Source: an optimization exercise on an open RTL-to-GDS flow (aim: small area, a short achievable clock period and few clock cycles). Production flows keep margins and buffers that such runs may drop.
Where RTL was checked, it was by simulation tests only, not by an equivalence proof against the original.
Power figures rest on the tool's default switching activity, not on a simulated workload.

// CVP14
module CVP14(output [15:0] Addr, output RD, output WR, output V, output [15:0] dataOut,
             input Reset, input Clk1, input [15:0] DataIn);
==> flow/config.mk <==
export PLATFORM = sky130hd
export DESIGN_NAME = CVP14
export DESIGN_NICKNAME = CVP14
export VERILOG_FILES = /design/flow/design.v
export SDC_FILE = /design/flow/constraint.sdc
export NUM_CORES = 8
export LEC_CHECK = 0
export ABC_AREA = 1
export CAP_MARGIN = 50
export CORE_MARGIN = 2
export CORE_UTILIZATION = 55
export CTS_CLUSTER_DIAMETER = 120
export CTS_CLUSTER_SIZE = 24
export PLACE_DENSITY = 0.75
export SLEW_MARGIN = 50
==> flow/constraint.sdc <==
create_clock -name core_clock -period 20.0 [get_ports {Clk1}]
set_input_delay 4.0000 -clock core_clock [delete_from_list [all_inputs] [get_ports {Clk1}]]
set_output_delay 4.0000 -clock core_clock [all_outputs]
set_load 0.01 [all_outputs]
standard.sh (not shown) runs the stock make flow with config.mk's settings and CLKGATE_MAP_FILE= SYNTH_SCRIPT=/design/flow/synth_recipe.tcl, a recipe that flattens the netlist after the stock synthesis.
==> flow/flow/run.sh <==
#!/bin/bash
# Layout flow: the standard flow (standard.sh, all steps), except that
# - the buffers buffer_ports puts on every input and output port are
#   sky130_fd_sc_hd__buf_4 cells instead of the resizer's default choice;
# - after the resizer step of placement, outflops.tcl moves the buffer of
#   each output port that a flip-flop drives next to that flip-flop
#   (detailed placement then legalizes both), so the buffer, not the
#   flip-flop, drives the long wire to the edge of the die.
# - repair_timing (after placement, CTS and global routing) works to a setup
#   slack margin of 15 ns: at the design's 20 ns clock every path has far
#   more slack than that needs, so without the margin repair_timing leaves
#   the paths that set the period achieved as they are.
# - CTS puts buffers on the clock tree's wires every 150 um (CTS_BUF_DISTANCE).
# The make output goes to standard.log; ORFS keeps each step's log under orfs/logs.
set -e
export BUFFER_PORTS_ARGS="-buffer_cell sky130_fd_sc_hd__buf_4"
export POST_RESIZE_TCL="$PWD/flow/outflops.tcl"
export SETUP_SLACK_MARGIN=15
export CTS_BUF_DISTANCE=150
bash standard.sh > standard.log 2>&1
Other scripts of this flow, unchanged in this note and not shown: flow/flow/outflops.tcl
Edit:
CORE_UTILIZATION = 50   (was 55)
=> The new run completed with no timing, DRC or antenna violations; setup slack is better by 34 ps; design area is higher by 0.32%; non-clock buffer count climbs by 1; clock skew stays flat; total power came out higher by 0.32%; utilization is lower by 5.3 points.
Function was not checked in any run of this note: the RTL went through the layout flow alone.


## main
Another version of the RTL of CVP14 (not shown whole).
Size: roughly 3100 flip-flops, roughly 53 I/O pins, ~110000 um2 of cells after synthesis.
==> flow/config.mk <==
export PLATFORM = sky130hd
export DESIGN_NAME = CVP14
export DESIGN_NICKNAME = CVP14
export VERILOG_FILES = /design/flow/design.v
export SDC_FILE = /design/flow/constraint.sdc
export NUM_CORES = 8
export LEC_CHECK = 0
export ABC_AREA = 1
export CAP_MARGIN = 50
export CORE_MARGIN = 2
export CORE_UTILIZATION = 45
export CTS_CLUSTER_DIAMETER = 120
export CTS_CLUSTER_SIZE = 24
export SLEW_MARGIN = 50
==> flow/constraint.sdc <==
create_clock -name core_clock -period 20.0 [get_ports {Clk1}]
set_input_delay 4.0000 -clock core_clock [delete_from_list [all_inputs] [get_ports {Clk1}]]
set_output_delay 4.0000 -clock core_clock [all_outputs]
set_load 0.01 [all_outputs]
==> flow/flow/outflops.tcl <==
# Move the buffer of every output port that a flip-flop drives (and
# nothing else) onto that flip-flop's location; detailed placement
# legalizes them.
set block [ord::get_db_block]
set moved 0
foreach bterm [$block getBTerms] {
  if { [$bterm getIoType] != "OUTPUT" } { continue }
  set net [$bterm getNet]
  set drv {}
  foreach it [$net getITerms] { if { [$it isOutputSignal] } { lappend drv $it } }
  if { [llength $drv] != 1 } { puts "outflops: [$bterm getName] has no single driver"; continue }
  set buf [[lindex $drv 0] getInst]
  set bin {}
  foreach it [$buf getITerms] { if { [$it isInputSignal] } { lappend bin $it } }
  if { [llength $bin] != 1 } { puts "outflops: [$buf getName] is not a buffer"; continue }
  set inet [[lindex $bin 0] getNet]
  if { [llength [$inet getITerms]] != 2 || [llength [$inet getBTerms]] != 0 } {
    puts "outflops: [$bterm getName]: the buffer's input net has other loads"; continue
  }
  set ff {}
  foreach it [$inet getITerms] { if { [$it isOutputSignal] } { set ff [$it getInst] } }
  if { $ff == {} } { continue }
  set m [[$ff getMaster] getName]
  if { ![string match "*dfxtp*" $m] } { puts "outflops: [$ff getName] is $m, skipped"; continue }
  set loc [$ff getLocation]
  $buf setLocation [lindex $loc 0] [lindex $loc 1]
  incr moved
}
puts "outflops: moved $moved output buffers next to their flip-flops"
Scripts as last shown in full above: flow/flow/run.sh
Testbench counts of main, summed over its fixed seeds: cycles 77,450.
Relative to main, the following input files were edited for the feature branch:
-- flow/flow/run.sh --
<<< main, line 11
#   more slack than that needs, so without the margin repair_timing leaves
#   the paths that set the period achieved as they are.
# - CTS puts buffers on the clock tree's wires every 150 um (CTS_BUF_DISTANCE).
# The make output goes to standard.log; ORFS keeps each step's log under orfs/logs.
set -e
>>> the feature branch, line 11
#   more slack than that needs, so without the margin repair_timing leaves
#   the paths that set the period achieved as they are.
# The make output goes to standard.log; ORFS keeps each step's log under orfs/logs.
set -e
<<< main, line 17
export POST_RESIZE_TCL="$PWD/flow/outflops.tcl"
export SETUP_SLACK_MARGIN=15
export CTS_BUF_DISTANCE=150
bash standard.sh > standard.log 2>&1
>>> the feature branch, line 16
export POST_RESIZE_TCL="$PWD/flow/outflops.tcl"
export SETUP_SLACK_MARGIN=15
bash standard.sh > standard.log 2>&1
==> flow/config.mk <==
export PLATFORM = sky130hd
export DESIGN_NAME = CVP14
export DESIGN_NICKNAME = CVP14
export VERILOG_FILES = /design/flow/design.v
export SDC_FILE = /design/flow/constraint.sdc
export NUM_CORES = 8
export LEC_CHECK = 0
export CAP_MARGIN = 50
export CORE_MARGIN = 2
export CORE_UTILIZATION = 60
export CTS_CLUSTER_DIAMETER = 100
export CTS_CLUSTER_SIZE = 30
export SLEW_MARGIN = 50
Notes after the runs:
The overall die height of the feature branch falls short of that of main by about 13%. main reports its first element of the critical path as dout_q[2] while the feature branch reports wr_q. In the feature branch, part of the total power dissipated in combinational logic is lower than in main. The feature branch vs main: worst setup slack down. The feature branch — headroom to the max-slew limit 2.0 points lower, main as reference. The feature branch — maximum level of the CTS H-tree 1 lower, main as reference. Wire: the feature branch routes less than main. The feature branch vs main: power down by more than 10%. Between main and the feature branch, flip-flop and latch share of the layout cell area increased. The feature branch vs main on number of instances in the placed design: the feature branch is the lower one. Wire length of the first global-routing pass, main and the feature branch, lower one = the feature branch. On global-route usage: between main and the feature branch, it ends up lower for main.

-- port drivers added, routing unchanged --
The results above use ideal ports. As a check the final layouts listed here were re-extracted and re-timed, cells and wires unchanged. Step 1: set_driving_cell puts a clkbuf_16 on Clk1 and a buf_2 on each other input, an assumption about the parent block. Step 2 times the ports against the registers' clock, not the clock port: input delays grow and output delays shrink by t, the midpoint of the rising clock arrivals with the driver on. Slacks: no drivers / after step 1 / after step 2; pairs: no drivers / after step 1.
run	shift t [ns]	setup WS [ns]	worst setup path at the end	slew at the worst register clock pin (ns)	worst slew at a driven data input, ns
the first run of note 1	0.855	14.715 / 14.630 / 15.263	input to register	0.11 / 0.11	0.04
the second run of note 1	0.875	14.749 / 14.654 / 14.996	input to register	0.12 / 0.12	0.04
main	0.870	14.739 / 14.651 / 15.204	register to register	0.11 / 0.11	0.04
the feature branch	0.902	14.690 / 14.615 / 15.181	register to register	0.12 / 0.12	0.23
After both steps every run listed still meets setup and hold.
